From an optimization exercise on the open Yosys and OpenROAD flow, aimed at small area; shortcuts taken in it are not production practice. The RTL was checked by simulation tests, not by an equivalence proof against the original design.

==> flow/design.v (outline; a module is shown in full before it is edited, if it fits) <==
// module fa: 4 lines
// module mj: 3 lines
// module pp3: 3 lines
// module ha: 4 lines
// module recip_core: 4242 lines
// module recip_top: 15 lines
module recip_top(
  input clk,
  input [31:0] b,
  output reg [31:0] r
);
  // ...
==> flow/flow/run.sh <==
#!/bin/bash
# Layout flow: the standard flow (its own synthesis, unchanged), with two
# changes to the layout that keep the netlist's logic as synthesized:
#  - the port buffers are the smallest buffer, sky130_fd_sc_hd__buf_1;
#  - after repair_design (3_4_place_resized), cells that have drive to spare
#    are downsized to the smallest drive strength of the same function that
#    adds no max-slew or max-capacitance violation (flow/downsize.tcl).
set -euo pipefail
W=$(pwd)
F=$W/flow
EXTRA="POST_RESIZE_TCL=$F/downsize.tcl \"BUFFER_PORTS_ARGS=-buffer_cell sky130_fd_sc_hd__buf_1\""
sed "s#\"\${@:-finish}\"#$EXTRA \"\${@:-finish}\"#" standard.sh > lay_standard.sh
if ! grep -q POST_RESIZE_TCL lay_standard.sh; then
  echo "could not add our settings: using the standard flow unchanged"
  cp standard.sh lay_standard.sh
fi
bash lay_standard.sh > layout.log 2>&1
==> flow/flow/downsize.tcl <==
# Downsize cells that have drive to spare (the buffers repair_design inserted
# and the gates it upsized): try the smaller drive strengths of the same
# function, smallest first, and keep the first that adds no max-slew or
# max-capacitance violation, with the slew limit tightened to 80% of the
# library's for margin.
if { [catch {
  estimate_parasitics -placement
  set s0 [sta::max_slew_violation_count]
  set c0 [sta::max_capacitance_violation_count]
  puts "downsize: before, slew violations $s0, cap violations $c0"
  set_max_transition 1.2 [current_design]
  set s0 [sta::max_slew_violation_count]
  set db [ord::get_db]
  set n 0
  set tried 0
  set dont_use {}
  if { [info exists ::env(DONT_USE_CELLS)] } { set dont_use $::env(DONT_USE_CELLS) }
  foreach inst [get_cells *] {
    set m [get_property $inst ref_name]
    if { ![regexp {^(sky130_fd_sc_hd__[a-z0-9]+)_([0-9]+)$} $m -> base s] } { continue }
    if { [regexp {__(df|sdf|edf|dl|sdl|clk|tap|fill|decap|conb|dly|lpflow|probe)} $m] } { continue }
    set a0 [[$db findMaster $m] getArea]
    set cands {}
    foreach lc [get_lib_cells ${base}_*] {
      set nm [get_name $lc]
      if { ![regexp "^${base}_\[0-9\]+\$" $nm] || $nm == $m } { continue }
      if { [lsearch -exact $dont_use $nm] >= 0 } { continue }
      set mm [$db findMaster $nm]
      if { $mm == "NULL" } { continue }
      set a [$mm getArea]
      if { $a < $a0 } { lappend cands [list $a $nm] }
    }
    if { [llength $cands] == 0 } { continue }
    incr tried
    foreach c [lsort -real -index 0 $cands] {
      set nm [lindex $c 1]
      replace_cell $inst $nm
      if { [sta::max_slew_violation_count] <= $s0 && [sta::max_capacitance_violation_count] <= $c0 } {
        incr n
        break
      } else {
        replace_cell $inst $m
      }
    }
  }
  set_max_transition 1.5 [current_design]
  puts "downsize: downsized $n of $tried"
  puts "downsize: after, slew violations [sta::max_slew_violation_count], cap violations [sta::max_capacitance_violation_count]"
} err] } {
  puts "downsize: skipped ($err)"
}
==> flow/standard.sh <==
#!/bin/bash
# synth_recipe.tcl (not shown) runs the flow's synth.tcl, then flattens the netlist and writes it again
# the make line also repeats each setting of config.mk as NAME=value (left out here)
make -C /OpenROAD-flow-scripts/flow DESIGN_CONFIG=/design/flow/config.mk WORK_HOME=/design/flow/orfs CLKGATE_MAP_FILE= SYNTH_SCRIPT=/design/flow/synth_recipe.tcl "${@:-finish}"
==> flow/config.mk <==
export PLATFORM = sky130hd
export DESIGN_NAME = recip_top
export DESIGN_NICKNAME = recip_top
export VERILOG_FILES = /design/flow/design.v
export SDC_FILE = /design/flow/constraint.sdc
export NUM_CORES = 8
export LEC_CHECK = 0
export ABC_AREA = 1
export CAP_MARGIN = 0
export CORE_MARGIN = 2
export CORE_UTILIZATION = 40
export SLEW_MARGIN = 0
export SYNTH_HIERARCHICAL = 1
export SYNTH_MINIMUM_KEEP_SIZE = 0
==> flow/constraint.sdc <==
create_clock -name core_clock -period 800.0 [get_ports {clk}]
set_input_delay 160.0000 -clock core_clock [delete_from_list [all_inputs] [get_ports {clk}]]
set_output_delay 160.0000 -clock core_clock [all_outputs]
set_load 0.01 [all_outputs]
==> flow_summary.yaml, run 1 <==
run_status:
  so_faults: "capacitance limit, slew limit"
  outcome: "finished with violations"
worst_setup_path:
  endpoint: "r[20]"
  cp-start-kind: "flip-flop"
  crit_path_end_kind: "output pin"
  rrSetupSlack_ns: 692.71
drt:
  drt_iter0_drc: 10800
  drc: 0
yosys:
  yosys.cell_count.top_type: "fa_1"
  synth_fa_ha_area_frac: 0.534
  ys_seq_area_frac: 0.0270
  syn_avg_cell_area_um2: 8.59
  synth_mux_area_frac: 0
  synth_compound_area_frac: 0.293
  ys_warn_count: 7
global_route:
  antenna_found_initial: 13
  top_usage_layer: "met2"
clock_network:
  cts_hold_buf: 0
worst_hold_path:
  worstHoldStart: "b_q[31]$_DFF_P_"
final_layout:
  n_antenna_cell: 11
  layout_commonest_cell: "fa_1"
  nMultiInputCombCells: 4328
die:
  placementRows: 126
  taps: 1536
flow_run:
  drv_cap: 2
timing:
  drv_slew: 23
  tightest_slew_ns: 1.73
==> run 2: changes to the inputs <==
==> flow/run.sh (new file) <==
#!/bin/bash
# synth_recipe.tcl (not shown) runs the flow's synth.tcl, then flattens the netlist and writes it again
# the make line also repeats each setting of config.mk as NAME=value (left out here)
make -C /OpenROAD-flow-scripts/flow DESIGN_CONFIG=/design/flow/config.mk WORK_HOME=/design/flow/orfs CLKGATE_MAP_FILE= SYNTH_SCRIPT=/design/flow/synth_recipe.tcl finish
--- a/flow/config.mk
+++ b/flow/config.mk
@@ -7,8 +7,8 @@
 export LEC_CHECK = 0
 export ABC_AREA = 1
-export CAP_MARGIN = 0
+export CAP_MARGIN = 10
 export CORE_MARGIN = 2
 export CORE_UTILIZATION = 40
-export SLEW_MARGIN = 0
+export SLEW_MARGIN = 10
 export SYNTH_HIERARCHICAL = 1
 export SYNTH_MINIMUM_KEEP_SIZE = 0
removed: flow/flow/run.sh
removed: flow/flow/downsize.tcl
removed: flow/standard.sh
==> flow_summary.yaml, run 2 <==
final_layout:
  stdcell_count: 6745
  fillers: 11600
  areaGrowthSynthToFinish_pct: 4.81
  layout_commonest_cell: "fa_1"
  seq_area_um2: 1280
  multi_input_area_um2: 41900
  drive_gt1_frac: 0.0666
  fin_nets: 6528
  top_regs: "b_q x32, r x32"
  layout_common_cells: "fa_1, a21oi_1, o22ai_1"
  fin_area_um2: 49700
clock_network:
  cts_resized: 0
  insertion_delay_ns: 0.44
  htreeDepth: 3
  cts_hold_buf: 0
  root_buffer: "clkbuf_16"
  cts_made_buffers: 9
  cts_tree: "yes"
  cts_setup_buffers: 0
  cts.sinks: 64
  path_clk_slew_ns: 0.09
  cts_buffer_depth: 2
timing:
  fmax_mhz: 6.20
  tightest_slew_ns: 1.28
  holdWs_ns: 0.368
  fin_tns_setup_ns: 0
  clock_skew_ns: 0.0376
  finalHoldViolCount: 0
  rsz0062_at_grt: "no"
  drv_slew: 0
  final.period_utilization: 0.202
  fin_crit_ns: 161.31
  max_slew_margin: 0.147
  finalSetupViolCount: 0
drt:
  avgViaCountPerCell: 7.50
  routed_wl_um: 234000
  vias: 50600
  drt_iter0_drc: 10400
  drtAntennaViolNets: 0
  drt_pass1_iterations: 14
  detail_route.wl_per_cell_um: 34.7
  drc: 0
yosys:
  ys_ff_latch: 64
  yosysTopAreaCellShare: 0.509
  syn_area_um2: 47500
  synthDistinctLibCells: 32
  synth_nets: 6856
  ys_async_sr_fraction: 0
  yosys.cell_count.top_type: "fa_1"
  synth_edf_count: 0
  ys_warn_count: 7
  synth_flop_cell: "dfxtp_1"
  yosys-top-cells-count: "fa_1, a21oi_1, o22ai_1"
  syn-instance-count: 5523
  ys_seq_area_frac: 0.0270
  syn_avg_cell_area_um2: 8.59
  synth_largest_area_cell: "fa_1"
  synthTopCellsByArea: "fa_1, o22ai_1, a21oi_1"
worst_setup_path:
  critPathArrivalTime_ns: 1.31
  critPathKind: "reg2out"
  critPathRequiredTime_ns: 640.00
  crit_path_end_kind: "output pin"
  path_cells: "clkdlybuf4s50_1"
  crit_family: "buffers and inverters"
  cp_num_buf_inv: 1
  cp_max_fo: 1
  critPathSlowestCell: "clkdlybuf4s50_1"
  cp-start-kind: "flip-flop"
  max_stage_delay_ns: 0.54
die:
  die_h_um: 348
  placementRows: 126
  io_pins: 65
  coreArea_um2: 118000
  initial_core_util: 0.402
  die_area_um2: 121000
  die_w_um: 348
global_route:
  grt_pass1_wl_um: 345000
  gr-usage-all-layers: 0.381
  grt_pass1_vias: 52100
  antenna_found_initial: 6
  gr-total-overflow: 0
  grt_max_degree: 69
placed_design:
  dpl-instance-area_um2: 49400
  io_buffers: 64
  place_congestion: 0.995
  dp_hpwl_um: 152000
  dp_cells: 6720
run_status:
  outcome: "finished clean"
worst_hold_path:
  hp-class: "reg2reg"
flow_run:
  drv_cap: 0
-- run 2: layout make-up --
cell class                      count  area share
Multi-Input combinational cell   4328       0.843
Timing Repair Buffer              312      0.0503
Tap cell                         1536      0.0386
Inverter                          480      0.0362
Sequential cell                    64      0.0258
Clock buffer                       11     0.00488
Clock inverter                      4     0.00108
Antenna cell                       10    0.000503
-- run 2: path summary, 6_finish.rpt --
path	startpoint	end	slack [ns]	cells past startpoint
worst max-delay path	r[13]$_SDFF_PN0_	r[13]	638.69	1
worst min register to register	b_q[31]$_DFF_P_	r[31]$_SDFF_PN0_	0.37	0
worst max register to register	b_q[2]$_DFF_P_	r[22]$_SDFF_PN0_	696.28	368
worst min-delay path	b_q[31]$_DFF_P_	r[31]$_SDFF_PN0_	0.37	0
-- run 2: logic make-up after synthesis --
| group | Yosys count | share of synthesized area |
|---|---|---|
| compound gates | 2427 | 0.293 |
| fa+ha+maj | 1300 | 0.534 |
| buf+inv | 1131 | 0.0924 |
| simple gates | 561 | 0.0471 |
| flops | 64 | 0.0270 |
| xor+xnor | 40 | 0.00738 |
-- run 2: stage by stage --
step | setup slack [ns] | util
2_1_floorplan | 639.67 | -
3_3_place_gp | 639.16 | 0.419
3_5_place_dp | 639.16 | 0.419
4_1_cts | 638.67 | 0.422
5_1_grt | 638.67 | 0.422
6_report | 638.69 | 0.422
-- run 2: Yosys stat by module, one instance, submodules excluded --
module / flip-flops and latches / times used / area [um2] / cells inside
recip_core: 0 / 1 / 21200 / 4132
recip_top: 64 / 1 / 1680 / 150
fa: 0 / 1207 / 20.0 / 1
ha: 0 / 34 / 12.5 / 1
-- run 2: routing by layer --
| layer | vias up | GRT usage | share of wire |
|---|---|---|---|
| li1 | 18800 | - | - |
| met1 | 24500 | 0.472 | 0.34 |
| met2 | 5730 | 0.528 | 0.40 |
| met3 | 1608 | 0.188 | 0.18 |
| met4 | 8 | 0.233 | 0.083 |
| met5 | - | 0.0156 | 0.0011 |

==> what the ideal ports hide <==
The results above use ideal ports. As a check the final layouts listed here were re-extracted and re-timed, cells and wires unchanged. Step 1 (the two cells are an assumption about what drives the block):
set clk [get_ports {clk}]
set_driving_cell -lib_cell sky130_fd_sc_hd__clkbuf_16 $clk
set_driving_cell -lib_cell sky130_fd_sc_hd__buf_2 [delete_from_list [all_inputs] $clk]
Step 2 moves the port delays by t, midway between the first and last clock arrival at a register: inputs arrive t later, outputs are due t later. That takes back most of the time a late clock gives input paths. Three values: ideal, step 1, step 2; two values: the first two.
| run | t (ns) | slack for setup (ns) | latest minus earliest clock arrival (ns) | worst slew at a driven data input, ns | pins driven straight from the clock port |
|---|---|---|---|---|---|
| run 1 | 0.492 | 639.078 / 639.011 / 639.503 | 0.032 / 0.032 | 0.04 | 1 |
| run 2 | 0.480 | 638.694 / 638.635 / 639.115 | 0.037 / 0.038 | 0.04 | 1 |
